Background: an optimization exercise with open tools, aiming at small area and a short achievable clock period. Do not read the settings as production practice. Function was checked by simulation only, so behaviour that the tests miss may differ from the original.

Design top_FPU, start of the top module:
module top_FPU ( clk, rst, operation, a_fpn, b_fpn, out );
  input  logic        clk;
  input  logic        rst;
  input  logic [1:0]  operation;
  input  logic [31:0] a_fpn;
  input  logic [31:0] b_fpn;
  output logic [31:0] out;
  logic        sa, sb, ha, hb;
  logic [7:0]  ea, eb;
  logic [22:0] ma, mb;
  logic [23:0] Ma, Mb;
  assign sa = a_fpn[31];    assign sb = b_fpn[31];
  assign ea = a_fpn[30:23]; assign eb = b_fpn[30:23];
  assign ma = a_fpn[22:0];  assign mb = b_fpn[22:0];
  assign ha = |ea;          assign hb = |eb;
  assign Ma = {ha, ma};     assign Mb = {hb, mb};
  logic op_add, op_sub, op_mul, op_div;
  assign op_add = (operation == 2'd0);
  assign op_sub = (operation == 2'd1);
  assign op_mul = (operation == 2'd2);
  assign op_div = (operation == 2'd3);
  logic zero_a, zero_b, inf_a, inf_b, nan_a, nan_b;
  assign zero_a = (a_fpn[30:0] == 31'd0);
  assign zero_b = (b_fpn[30:0] == 31'd0);
  assign inf_a  = (ea == 8'd255) && (ma == 23'd0);
  assign inf_b  = (eb == 8'd255) && (mb == 23'd0);
  assign nan_a  = (ea == 8'd255) && (ma != 23'd0);
  assign nan_b  = (eb == 8'd255) && (mb != 23'd0);
  logic a_lt_b, mag_eq, e_lt, e_eq, flag, m_eq;
  assign e_lt   = (ea < eb);
  ...
Size: roughly 5900 cells after synthesis, about 100 I/O pins, about 52000 um^2 of cells after synthesis.
Settings: LEC_CHECK=0, ABC_AREA=1, ABC_CLOCK_PERIOD_IN_PS=1000000, CAP_MARGIN=20, CORE_MARGIN=2, CORE_UTILIZATION=45, GPL_ROUTABILITY_DRIVEN=0, GPL_TIMING_DRIVEN=0, SLEW_MARGIN=20; clock period 1000.0 ns.
standard.sh (not shown) runs the stock make flow with config.mk's settings and CLKGATE_MAP_FILE= SYNTH_SCRIPT=/design/flow/synth_recipe.tcl, a recipe that flattens the netlist after the stock synthesis.
==> flow/flow/run.sh <==
#!/bin/bash
set -euo pipefail
here=$(cd "$(dirname "${BASH_SOURCE[0]}")" && pwd)
work=$(cd "$here/.." && pwd)
cd "$work"
bash "$work/standard.sh" "SYNTH_CANONICALIZE_TCL=$here/canon.tcl" synth > "$work/synth.log" 2>&1
bash "$work/standard.sh" > "$work/layout.log" 2>&1
Other scripts of this flow, unchanged in this note and not shown: flow/flow/canon.tcl, flow/flow/cells.v
The first run completed without violations.
Rerun with:
--- a/flow/config.mk
+++ b/flow/config.mk
@@ -12 +12 @@
-export CORE_UTILIZATION = 45
+export CORE_UTILIZATION = 65
After rerunning:
- maximum frequency rose by 0.37%
- wire length fell by 5.6%
- worst setup slack gets better by 1100 ps
- non-clock buffer count fell by 4


Another version of the RTL of top_FPU (not shown whole).
Size: about 5600 cells after synthesis, ~32 flip-flops, roughly 100 I/O pins, roughly 0.054 mm^2 of cells after synthesis.
Settings: LEC_CHECK=0, ABC_AREA=0, ABC_CLOCK_PERIOD_IN_PS=1000000, CAP_MARGIN=20, CORE_MARGIN=2, CORE_UTILIZATION=45, GPL_ROUTABILITY_DRIVEN=0, GPL_TIMING_DRIVEN=0, SLEW_MARGIN=20, SYNTH_HIERARCHICAL=1; clock period 1000.0 ns.
run.sh (not shown) runs the stock make flow with config.mk's settings and CLKGATE_MAP_FILE= SYNTH_SCRIPT=/design/flow/synth_recipe.tcl, a recipe that flattens the netlist after the stock synthesis.
Stock flow here: none of the scripts above is used.
The baseline produced a clean layout.
Change:
Settings changed: CORE_UTILIZATION 45 to 65.
Outcome: The new run completed with no timing, DRC or antenna violations; sequential share of layout area barely changes; count of clock-buffer cells in the layout goes down by 2; design area goes down slightly.
Change:
Settings changed: CORE_UTILIZATION 65 to 55.
Effect: Cell area rises by 0.77%; maximum frequency is about the same; routed wire length rises by about 7%; hold slack gains 0.020 ns; setup slack loses 0.34 ns; via count falls by 1.2%; global-route usage falls by 4.3 points; cell count rises by 3.2%; non-clock buffer count rises by 8.

[separate check: timing with driven ports]
In the flow no input, the clock included, has a driving cell. The finished layouts below were timed again as built, in two steps. Step 1 (the two cells are an assumption about what drives the block):
set clk [get_ports {clk}]
set_driving_cell -lib_cell sky130_fd_sc_hd__clkbuf_16 $clk
set_driving_cell -lib_cell sky130_fd_sc_hd__buf_2 [delete_from_list [all_inputs] $clk]
Step 2 also shifts input and output timing later by t, the mid clock arrival at the registers, as if the neighbouring blocks saw the same clock. Slacks: ideal / step 1 / step 2; pairs: ideal / step 1.
run	shift t [ns]	setup WS [ns]	worst setup path at the end
the first run of note 1	0.298	705.968 / 705.968 / 705.670	input to register
the second run of note 1	0.319	707.046 / 707.050 / 706.731	input to register
the first run of note 2	0.338	707.002 / 707.026 / 706.688	input to register
the second run of note 2	0.312	704.360 / 704.367 / 704.055	input to register
the third run of note 2	0.311	704.021 / 704.033 / 703.722	input to register
After both steps setup and hold are still met in every run listed. The setup slack of the second run of note 1, which loses most, moves by +0.004 ns with the drivers and by -0.315 ns with both steps.
